From an optimization exercise on the open Yosys and OpenROAD flow, aimed at small area and a short achievable clock period; shortcuts taken in it are not production practice.
In this exercise RTL edits were held to simulation tests only and were not proved equivalent to the original.
No activity file was given, so power comes from the tool's default toggle rates.

==> build 92: inputs <==
Design alu, start of the top module:
module alu #(parameter DATA_WIDTH = 32, OP = 3)
(
    input wire start,
    input wire clk,
    input wire reset_n,
    input wire [DATA_WIDTH - 1 : 0] A,
    input wire [DATA_WIDTH - 1 : 0] B,
    input wire [OP - 1 : 0] op,
    output wire [DATA_WIDTH - 1 : 0] result,
    output reg done
);
Settings: LEC_CHECK=0, CAP_MARGIN=20, CORE_MARGIN=2, CORE_UTILIZATION=45, SETUP_SLACK_MARGIN=5, SLEW_MARGIN=20, SYNTH_HIERARCHICAL=1, SYNTH_MINIMUM_KEEP_SIZE=0; clock period 9.5 ns.
standard.sh (not shown) runs the stock make flow with config.mk's settings and CLKGATE_MAP_FILE= SYNTH_SCRIPT=/design/flow/synth_recipe.tcl, a recipe that flattens the netlist after the stock synthesis.
==> flow/flow/run.sh <==
#!/bin/bash
# The standard layout flow (standard.sh, ORFS with the standard flow's config), with three changes:
#  - after floorplan, combinational cells are set to drive strength 1 (downsize.tcl), so that
#    the resizer, which sees the placement, chooses the sizes instead of synthesis;
#  - the ports are buffered with buf_2 cells (ORFS would pick clkdlybuf4s50_1 delay cells);
#  - repair_timing aims at a setup slack margin of 5.3 ns.
set -e
export BUFFER_PORTS_ARGS="-buffer_cell sky130_fd_sc_hd__buf_2"
bash standard.sh SETUP_SLACK_MARGIN=5.3 floorplan > standard_floorplan.log 2>&1
ODB_IN=$(ls -d orfs/results/*/alu/base)/2_floorplan.odb openroad -no_splash -exit flow/downsize.tcl > downsize.log 2>&1
bash standard.sh SETUP_SLACK_MARGIN=5.3 finish > standard.log 2>&1
==> flow/flow/downsize.tcl <==
# Set every combinational cell that synthesis gave a larger drive strength back to its
# drive-1 version; placement's repair_design and repair_timing then size cells for the
# actual loads and wires. Registers and other sequential cells are left as they are.
read_db $::env(ODB_IN)
set db [ord::get_db]
set n 0
foreach inst [[ord::get_db_block] getInsts] {
  set m [$inst getMaster]
  set name [$m getName]
  if {[$m isSequential]} { continue }
  if {[regexp {^(sky130_fd_sc_hd__[a-z0-9]+)_([0-9]+)$} $name -> base size] && $size > 1} {
    if {[string match "*df*" $base] || [string match "*dl*" $base] || [string match "*clk*" $base]} { continue }
    set new [$db findMaster ${base}_1]
    if {$new ne "NULL"} {
      $inst swapMaster $new
      incr n
    }
  }
}
puts "downsized $n instances"
write_db $::env(ODB_IN)
==> trial 17: changes against build 92 <==
==> flow/flow/run.sh (replaced) <==
#!/bin/bash
# The standard layout flow (standard.sh, ORFS with the standard flow's config), with two changes:
#  - the ports are buffered with buf_2 cells (ORFS would pick clkdlybuf4s50_1 delay cells);
#  - repair_timing aims at a setup slack margin of 4.6 ns.
export BUFFER_PORTS_ARGS="-buffer_cell sky130_fd_sc_hd__buf_2"
bash standard.sh SETUP_SLACK_MARGIN=4.6 finish > standard.log 2>&1
removed: flow/flow/downsize.tcl
==> build 30: changes against build 92 <==
==> flow/flow/run.sh (replaced) <==
#!/bin/bash
# The standard layout flow (standard.sh, ORFS with the standard flow's config), with two changes:
#  - the ports are buffered with buf_2 cells (ORFS would pick clkdlybuf4s50_1 delay cells);
#  - repair_timing aims at a setup slack margin of 5 ns.
export BUFFER_PORTS_ARGS="-buffer_cell sky130_fd_sc_hd__buf_2"
bash standard.sh SETUP_SLACK_MARGIN=5 finish > standard.log 2>&1
--- a/flow/config.mk
+++ b/flow/config.mk
@@ -8,5 +8,5 @@
 export CAP_MARGIN = 20
 export CORE_MARGIN = 2
-export CORE_UTILIZATION = 45
+export CORE_UTILIZATION = 60
 export SETUP_SLACK_MARGIN = 5
 export SLEW_MARGIN = 20
removed: flow/flow/downsize.tcl
==> comparison table <==
| item | build 30 | build 92 | trial 17 |
|---|---|---|---|
| Post-detailed-route via-to-cell ratio | 6.58 | 6.08 | 5.99 |
| Leakage | 6.54 nW | 6.96 nW | 6.40 nW |
| Horizontal extent of the die | 176 um | 203 um | 203 um |
| Number of global-route vias before repair | 14.9k | 14.7k | 14.9k |
| Met3 demand-to-capacity share in global routing | 11.2% | 6.39% | 6.50% |
| Transition time at the pin with the least slew margin | 1020 ps | 1090 ps | 1080 ps |
| Number of well-tap cells placed | 384 | 518 | 518 |
| RSZ-0062 raised after global routing | yes | yes | no |
| DR vias | 14.5k | 14.6k | 14.0k |
| Cell internal power dissipation | 4.21 mW | 4.40 mW | 4.16 mW |
| Cell seen most often among critical-path stages | - | sky130_fd_sc_hd__nor2_1 | sky130_fd_sc_hd__o21ai_1 |
| Effective utilization at floorplan | 61.3% | 45.7% | 45.7% |
| Non-clock buffer contribution to total cell area | 4.52% | 8.25% | 4.43% |
| Run status | complete, no violations | complete, no violations | complete, no violations |
| Count of buffers added by post-CTS timing repair for setup | 0 | 32 | 0 |

-- re-timing with driven ports --
In the flow no input, the clock included, has a driving cell. The finished layouts below were timed again as built, in two steps.
Step 1 sets driving cells, clkbuf_16 on the clock port and buf_2 on the other inputs (assumed; they add their load-dependent delay and slew).
Step 2 times the ports against the registers' clock, not the clock port: input delays grow and output delays shrink by t, the midpoint of the rising clock arrivals with the driver on.
Three values: ideal ports, drivers, drivers and shift; two values: the first two.
| run | t (ns) | setup WS [ns] | worst setup path after step 2 | latest minus earliest clock arrival (ns) | cell pins on the clock port's net |
|---|---|---|---|---|---|
| build 92 | 0.494 | 5.267 / 5.213 / 5.383 | register to register | 0.014 / 0.014 | 1 |
| trial 17 | 0.483 | 4.953 / 4.902 / 4.974 | register to register | 0.013 / 0.012 | 1 |
| build 30 | 0.491 | 5.096 / 5.044 / 5.098 | register to register | 0.013 / 0.013 | 1 |
After both steps setup and hold are still met in every run listed.
